Background: an optimization exercise with open tools, aiming at small area. Do not read the settings as production practice. In this exercise RTL edits were held to simulation tests only and were not proved equivalent to the original. No driver is modelled on the clock port, so clock power and skew are understated where the tree is cut down; a real chip needs a root buffer or a tree. No activity file was given, so power comes from the tool's default toggle rates.

the previous run:
==> flow/design.v (excerpt) <==
module ivn_top (
    input clk,
    input reset,
    input [3:0] lane,
    input s,
    input s_valid,
    output [5:0] s_vn,
    output [5:0] s_vn_valid
);
    parameter WAIT = 2'd0;
    parameter STORE = 2'd1;
    parameter LOAD = 2'd2;
    reg [1:0] state;
    reg [1:0] next_state;
    reg [3:0] current_lane;
    reg wen;
    reg load;
    always @(*) begin
        case (state)
        WAIT: begin
            wen = 1'b0;
            load = 1'b0;
            next_state = (current_lane != lane) ? STORE : WAIT;
        end
        STORE: begin
            wen = 1'b1;
            load = 1'b0;
            next_state = LOAD;
        end
        LOAD: begin
            wen = 1'b0;
            load = 1'b1;
            next_state = WAIT;
        end
        default: begin
            wen = 1'b0;
            load = 1'b0;
            next_state = WAIT;
        end
        endcase
    end
    always @(posedge clk) begin
        if (reset) begin
            state <= WAIT;
            current_lane <= 4'd0;
        end else begin
            state <= next_state;
            if (load)
  ...
Size in the first run: ~310 cells after synthesis, ~3000 µm² of cells after synthesis.
==> module ivn_top, before the edit <==
module ivn_top (
    input clk,
    input reset,
    input [3:0] lane,
    input s,
    input s_valid,
    output [5:0] s_vn,
    output [5:0] s_vn_valid
);
    parameter WAIT = 2'd0;
    parameter STORE = 2'd1;
    parameter LOAD = 2'd2;
    reg [1:0] state;
    reg [1:0] next_state;
    reg [3:0] current_lane;
    reg wen;
    reg load;
    always @(*) begin
        case (state)
        WAIT: begin
            wen = 1'b0;
            load = 1'b0;
            next_state = (current_lane != lane) ? STORE : WAIT;
        end
        STORE: begin
            wen = 1'b1;
            load = 1'b0;
            next_state = LOAD;
        end
        LOAD: begin
            wen = 1'b0;
            load = 1'b1;
            next_state = WAIT;
        end
        default: begin
            wen = 1'b0;
            load = 1'b0;
            next_state = WAIT;
        end
        endcase
    end
    always @(posedge clk) begin
        if (reset) begin
            state <= WAIT;
            current_lane <= 4'd0;
        end else begin
            state <= next_state;
            if (load)
                current_lane <= lane;
        end
    end
    reg [3:0] pe;
    wire b0 = pe[3];
    wire a = pe[2];
    wire c = pe[1];
    wire t = pe[0];
    wire v1 = a | c;
    wire v0 = v1 | t;
    reg [3:0] mem [0:15];
    genvar i;
    generate
        for (i = 0; i < 16; i = i + 1) begin : g_mem
            wire we = wen & (current_lane == i);
            wire hold = ~(we | reset);
            always @(posedge clk)
                mem[i] <= ({4{we}} & pe) | ({4{hold}} & mem[i]);
        end
    endgenerate
    wire [3:0] ld = mem[lane];
    wire lb0 = ld[3];
    wire la = ld[2];
    wire lc = ld[1];
    wire lt = ld[0];
    wire lv1 = la | lc;
    wire lv0 = lv1 | lt;
    wire x = s;
    wire xv = s_valid;
    wire [3:0] step;
    assign step[3] = x;
    assign step[2] = v1 & xv;
    assign step[1] = v0 & xv & (~v1 | (t ^ b0 ^ x));
    assign step[0] = xv & (~v0 | (b0 ^ x));
    always @(posedge clk) begin
        if (reset)
            pe <= 4'd0;
        else if (load)
            pe <= ld;
        else
            pe <= step;
    end
    assign s_vn = {1'b0, t, c, b0, t, b0};
    assign s_vn_valid[0] = v0 & (load ? (lv0 & (b0 ^ lb0)) : (xv & (b0 ^ x)));
    assign s_vn_valid[1] = v1 & (load ? (lv1 & (t ^ lt)) : (xv & (t ^ b0 ^ x)));
    assign s_vn_valid[2] = load & v1 & ~t & lv1 & ~lt & (b0 ^ lb0);
    assign s_vn_valid[3] = a & (load ? (la & (c ^ lc)) : (xv & (c ^ t ^ b0 ^ x)));
    assign s_vn_valid[4] = load & a & ~c & la & ~lc & (t ^ lt);
    assign s_vn_valid[5] = 1'b0;
endmodule
export LEC_CHECK = 0
export ABC_AREA = 1
export CAP_MARGIN = 20
export CORE_MARGIN = 2
export CORE_UTILIZATION = 40
export SLEW_MARGIN = 20
create_clock -name core_clock -period 10.0 [get_ports {clk}]
standard.sh (not shown) runs the stock make flow with config.mk's settings and CLKGATE_MAP_FILE= SYNTH_SCRIPT=/design/flow/synth_recipe.tcl, a recipe that flattens the netlist after the stock synthesis.
==> flow/flow/run.sh <==
#!/bin/bash
# Own layout flow: the standard flow (standard.sh) with
#  - synthesis running ABC on an area script (flow/abc.script),
#  - port buffers of the smallest buffer cell,
#  - a clock tree of small clock buffers without dummy loads.
# Each step's full output goes to a log file of its own in this folder.
set -euo pipefail
W=$(pwd)
export OWN_ABC_SCRIPT=$W/flow/abc.script
bash standard.sh SYNTH_SCRIPT=$W/flow/synth.tcl synth > $W/log_synth.txt 2>&1
bash standard.sh SYNTH_SCRIPT=$W/flow/synth.tcl \
  "BUFFER_PORTS_ARGS=-buffer_cell sky130_fd_sc_hd__buf_1" \
  "CTS_ARGS=-sink_clustering_enable -repair_clock_nets -dont_use_dummy_load -sink_clustering_size 20 -sink_clustering_max_diameter 60 -buf_list {sky130_fd_sc_hd__clkbuf_2 sky130_fd_sc_hd__clkbuf_4}" \
  finish > $W/log_layout.txt 2>&1
==> flow/flow/abc.script <==
strash; dc2; &get -n; &st; &dch; &nf -R 1000 -a; &put
==> flow/flow/synth.tcl <==
# The standard synthesis script (synth_recipe.tcl), with Yosys's abc
# pass run on an area-oriented ABC script instead of ORFS's.
proc synth {args} { yosys synth -nofsm -noshare {*}$args }
proc abc {args} {
  set i [lsearch -exact $args -script]
  if {$i >= 0} { lset args [expr {$i + 1}] $::env(OWN_ABC_SCRIPT) }
  yosys abc {*}$args
}
source $::env(SCRIPTS_DIR)/synth.tcl
# left out here: clear keep_hierarchy, flatten, clean up, hide names made inside functions, write 1_2_yosys.v
## Diff of input files: the current run against the previous run
--- a/flow/design.v
+++ b/flow/design.v
@@ -54,22 +54,27 @@
     wire a = pe[2];
     wire c = pe[1];
     wire t = pe[0];
     wire v1 = a | c;
     wire v0 = v1 | t;
     reg [3:0] mem [0:15];
+    wire [3:0] addr = load ? lane : current_lane;
+    wire [3:0] rd [0:15];
     genvar i;
     generate
         for (i = 0; i < 16; i = i + 1) begin : g_mem
-            wire we = wen & (current_lane == i);
+            wire sel = (addr == i);
+            wire we = wen & sel;
+            assign rd[i] = {4{sel}} & mem[i];
             wire hold = ~(we | reset);
             always @(posedge clk)
                 mem[i] <= ({4{we}} & pe) | ({4{hold}} & mem[i]);
         end
     endgenerate
-    wire [3:0] ld = mem[lane];
+    wire [3:0] ld = rd[0] | rd[1] | rd[2] | rd[3] | rd[4] | rd[5] | rd[6] | rd[7]
+        | rd[8] | rd[9] | rd[10] | rd[11] | rd[12] | rd[13] | rd[14] | rd[15];
     wire lb0 = ld[3];
     wire la = ld[2];
     wire lc = ld[1];
     wire lt = ld[0];
     wire lv1 = la | lc;
     wire lv0 = lv1 | lt;
==> results.txt <==
Changes observed in the current run relative to the previous run: sequential share of layout area rose by 0.63 points, sequential power share fell by 1.1 points, worst setup slack fell by 0.11 ns, detailed-route DRC error count stayed essentially flat, cell count fell by 16.
Re maximum level of the CTS H-tree: no difference whatsoever between the previous run and the current run.
The number of optimization iterations in the first detailed-route pass number comes out lower for the previous run vs the current run.
The current run against the previous run; static leakage is up by a few percent.
In the current run relative to the previous run, count of unique library cells instantiated by Yosys had gone down by a few percent.
Floorplan check, the current run vs the previous run: die outline smaller in the current run

---

The RTL this note starts from:
==> flow/design.v <==
module ivn_top (
    input clk,
    input reset,
    input [3:0] lane,
    input s,
    input s_valid,
    output [5:0] s_vn,
    output [5:0] s_vn_valid
);
    parameter WAIT = 2'd0;
    parameter STORE = 2'd1;
    parameter LOAD = 2'd2;
    reg [1:0] state;
    reg [1:0] next_state;
    reg [3:0] current_lane;
    reg wen;
    reg load;
    always @(*) begin
        case (state)
        WAIT: begin
            wen = 1'b0;
            load = 1'b0;
            next_state = (current_lane != lane) ? STORE : WAIT;
        end
        STORE: begin
            wen = 1'b1;
            load = 1'b0;
            next_state = LOAD;
        end
        LOAD: begin
            wen = 1'b0;
            load = 1'b1;
            next_state = WAIT;
        end
        default: begin
            wen = 1'b0;
            load = 1'b0;
            next_state = WAIT;
        end
        endcase
    end
    always @(posedge clk) begin
        if (reset) begin
            state <= WAIT;
            current_lane <= 4'd0;
        end else begin
            state <= next_state;
            if (load)
                current_lane <= lane;
        end
    end
    reg [3:0] pe;
    wire b0 = pe[3];
    wire a = pe[2];
    wire c = pe[1];
    wire t = pe[0];
    wire v1 = a | c;
    wire v0 = v1 | t;
    reg [3:0] mem [0:15];
    wire [3:0] addr = load ? lane : current_lane;
    wire [3:0] rd [0:15];
    genvar i;
    generate
        for (i = 0; i < 16; i = i + 1) begin : g_mem
            wire sel = (addr == i);
            wire we = wen & sel;
            assign rd[i] = {4{sel}} & mem[i];
            wire hold = ~(we | reset);
            always @(posedge clk)
                mem[i] <= ({4{we}} & pe) | ({4{hold}} & mem[i]);
        end
    endgenerate
    wire [3:0] ld = rd[0] | rd[1] | rd[2] | rd[3] | rd[4] | rd[5] | rd[6] | rd[7]
        | rd[8] | rd[9] | rd[10] | rd[11] | rd[12] | rd[13] | rd[14] | rd[15];
    wire lb0 = ld[3];
    wire la = ld[2];
    wire lc = ld[1];
    wire lt = ld[0];
    wire lv1 = la | lc;
    wire lv0 = lv1 | lt;
    wire x = s;
    wire xv = s_valid;
    wire [3:0] step;
    assign step[3] = x;
    assign step[2] = v1 & xv;
    assign step[1] = v0 & xv & (~v1 | (t ^ b0 ^ x));
    assign step[0] = xv & (~v0 | (b0 ^ x));
    always @(posedge clk) begin
        if (reset)
            pe <= 4'd0;
        else if (load)
            pe <= ld;
        else
            pe <= step;
    end
    assign s_vn = {1'b0, t, c, b0, t, b0};
    assign s_vn_valid[0] = v0 & (load ? (lv0 & (b0 ^ lb0)) : (xv & (b0 ^ x)));
    assign s_vn_valid[1] = v1 & (load ? (lv1 & (t ^ lt)) : (xv & (t ^ b0 ^ x)));
    assign s_vn_valid[2] = load & v1 & ~t & lv1 & ~lt & (b0 ^ lb0);
    assign s_vn_valid[3] = a & (load ? (la & (c ^ lc)) : (xv & (c ^ t ^ b0 ^ x)));
    assign s_vn_valid[4] = load & a & ~c & la & ~lc & (t ^ lt);
    assign s_vn_valid[5] = 1'b0;
endmodule
Settings: LEC_CHECK=0, ABC_AREA=1, CAP_MARGIN=20, CORE_MARGIN=2, CORE_UTILIZATION=40, GPL_TIMING_DRIVEN=0, SLEW_MARGIN=20; clock period 10.0 ns.
==> flow/flow/run.sh <==
#!/bin/bash
# Own layout flow: the standard flow (standard.sh) with
#  - synthesis running ABC on an area script (flow/abc.script),
#  - port buffers of the smallest buffer cell,
#  - synthesis buffers removed before placement (flow/preplace.tcl),
#  - a one-level clock tree of four clock buffers (flow/clock.tcl) in place
#    of TritonCTS.
# Each step's full output goes to a log file of its own in this folder.
set -euo pipefail
W=$(pwd)
export OWN_ABC_SCRIPT=$W/flow/abc.script
export OWN_CLKBUF=sky130_fd_sc_hd__clkbuf_8
export PRE_CTS_TCL=$W/flow/clock.tcl
export PRE_GLOBAL_PLACE_TCL=$W/flow/preplace.tcl
bash standard.sh SYNTH_SCRIPT=$W/flow/synth.tcl synth > $W/log_synth.txt 2>&1
bash standard.sh SYNTH_SCRIPT=$W/flow/synth.tcl \
  "BUFFER_PORTS_ARGS=-buffer_cell sky130_fd_sc_hd__buf_1" \
  PRE_CTS_TCL=$W/flow/clock.tcl PRE_GLOBAL_PLACE_TCL=$W/flow/preplace.tcl \
  finish > $W/log_layout.txt 2>&1
Scripts as last shown in full above: flow/flow/abc.script, flow/flow/synth.tcl
Other scripts of this flow, unchanged in this note and not shown: flow/flow/clock.tcl, flow/flow/preplace.tcl
The baseline passed the timing, design-rule and antenna checks.
Rerun with:
--- a/flow/design.v
+++ b/flow/design.v
@@ -56,21 +56,27 @@
     wire t = pe[0];
     wire v1 = a | c;
     wire v0 = v1 | t;
     reg [3:0] mem [0:15];
     wire [3:0] addr = load ? lane : current_lane;
     wire [3:0] rd [0:15];
+    reg wr;
+    always @(*) begin
+        wr = ~reset;
+        if (wen)
+            wr = 1'b1;
+    end
+    wire [3:0] wdata = {4{wr}} & pe;
     genvar i;
     generate
         for (i = 0; i < 16; i = i + 1) begin : g_mem
             wire sel = (addr == i);
-            wire we = wen & sel;
             assign rd[i] = {4{sel}} & mem[i];
-            wire hold = ~(we | reset);
+            wire hold = ~(sel | reset);
             always @(posedge clk)
-                mem[i] <= ({4{we}} & pe) | ({4{hold}} & mem[i]);
+                mem[i] <= ({4{sel}} & wdata) | ({4{hold}} & mem[i]);
         end
     endgenerate
     wire [3:0] ld = rd[0] | rd[1] | rd[2] | rd[3] | rd[4] | rd[5] | rd[6] | rd[7]
         | rd[8] | rd[9] | rd[10] | rd[11] | rd[12] | rd[13] | rd[14] | rd[15];
     wire lb0 = ld[3];
     wire la = ld[2];
@@ -90,14 +96,22 @@
             pe <= 4'd0;
         else if (load)
             pe <= ld;
         else
             pe <= step;
     end
+    wire ib0 = load ? lb0 : x;
+    wire ib1 = load ? lt : (b0 ^ x);
+    wire ib3 = load ? lc : (t ^ b0 ^ x);
+    wire iv0 = load ? lv0 : xv;
+    wire iv1 = load ? lv1 : xv;
+    wire iv3 = load ? la : xv;
+    wire e0 = b0 ^ ib0;
+    wire e1 = t ^ ib1;
     assign s_vn = {1'b0, t, c, b0, t, b0};
-    assign s_vn_valid[0] = v0 & (load ? (lv0 & (b0 ^ lb0)) : (xv & (b0 ^ x)));
-    assign s_vn_valid[1] = v1 & (load ? (lv1 & (t ^ lt)) : (xv & (t ^ b0 ^ x)));
-    assign s_vn_valid[2] = load & v1 & ~t & lv1 & ~lt & (b0 ^ lb0);
-    assign s_vn_valid[3] = a & (load ? (la & (c ^ lc)) : (xv & (c ^ t ^ b0 ^ x)));
-    assign s_vn_valid[4] = load & a & ~c & la & ~lc & (t ^ lt);
+    assign s_vn_valid[0] = v0 & iv0 & e0;
+    assign s_vn_valid[1] = v1 & iv1 & e1;
+    assign s_vn_valid[2] = load & v1 & ~t & lv1 & ~lt & e0;
+    assign s_vn_valid[3] = a & iv3 & (c ^ ib3);
+    assign s_vn_valid[4] = load & a & ~c & la & ~lc & e1;
     assign s_vn_valid[5] = 1'b0;
 endmodule
Routed wire length drops by 8.8%.
Global-route usage drops by 0.99 points.
Total power climbs by 0.74%.
Worst setup slack gets worse by 0.12 ns.
Cell count drops by 0.99%.
Design area drops by 2.0%.
Area after synthesis drops by 2.2%.
In every run of this note, the design's own scripts or RTL, not TritonCTS, make the clock network.

-- port drivers added, routing unchanged --
Ports are ideal in the flow. The routed layouts listed here were re-timed in OpenROAD.
Step 1 sets driving cells, clkbuf_16 on the clock port and buf_2 on the other inputs (assumed; they add their load-dependent delay and slew).
Step 2 adds t to the input delays and takes it off the output delays; t is the mean of the earliest and latest rising clock arrival at the registers after step 1. Input paths then give back, and output paths get back, about the clock's delay inside the block.
Three values: ideal ports, drivers, drivers and shift; two values: the first two.
run | shift t [ns] | setup slack, ns | worst hold slack (ns) | worst setup path at the end | pins driven straight from the clock port
the previous run | 0.424 | 3.528 / 3.503 / 3.503 | 0.475 / 0.475 / 0.475 | input to output | 1
the current run | 0.431 | 3.418 / 3.391 / 3.391 | 0.444 / 0.444 / 0.444 | input to output | 1
the first run of note 2 | 0.228 | 3.405 / 3.385 / 3.385 | 0.448 / 0.448 / 0.448 | input to output | 4
the second run of note 2 | 0.225 | 3.289 / 3.268 / 3.268 | 0.466 / 0.466 / 0.466 | input to output | 4
After both steps every run listed still meets setup and hold. The setup slack of the current run, which loses most, moves by -0.027 ns with the drivers and by -0.027 ns with both steps.
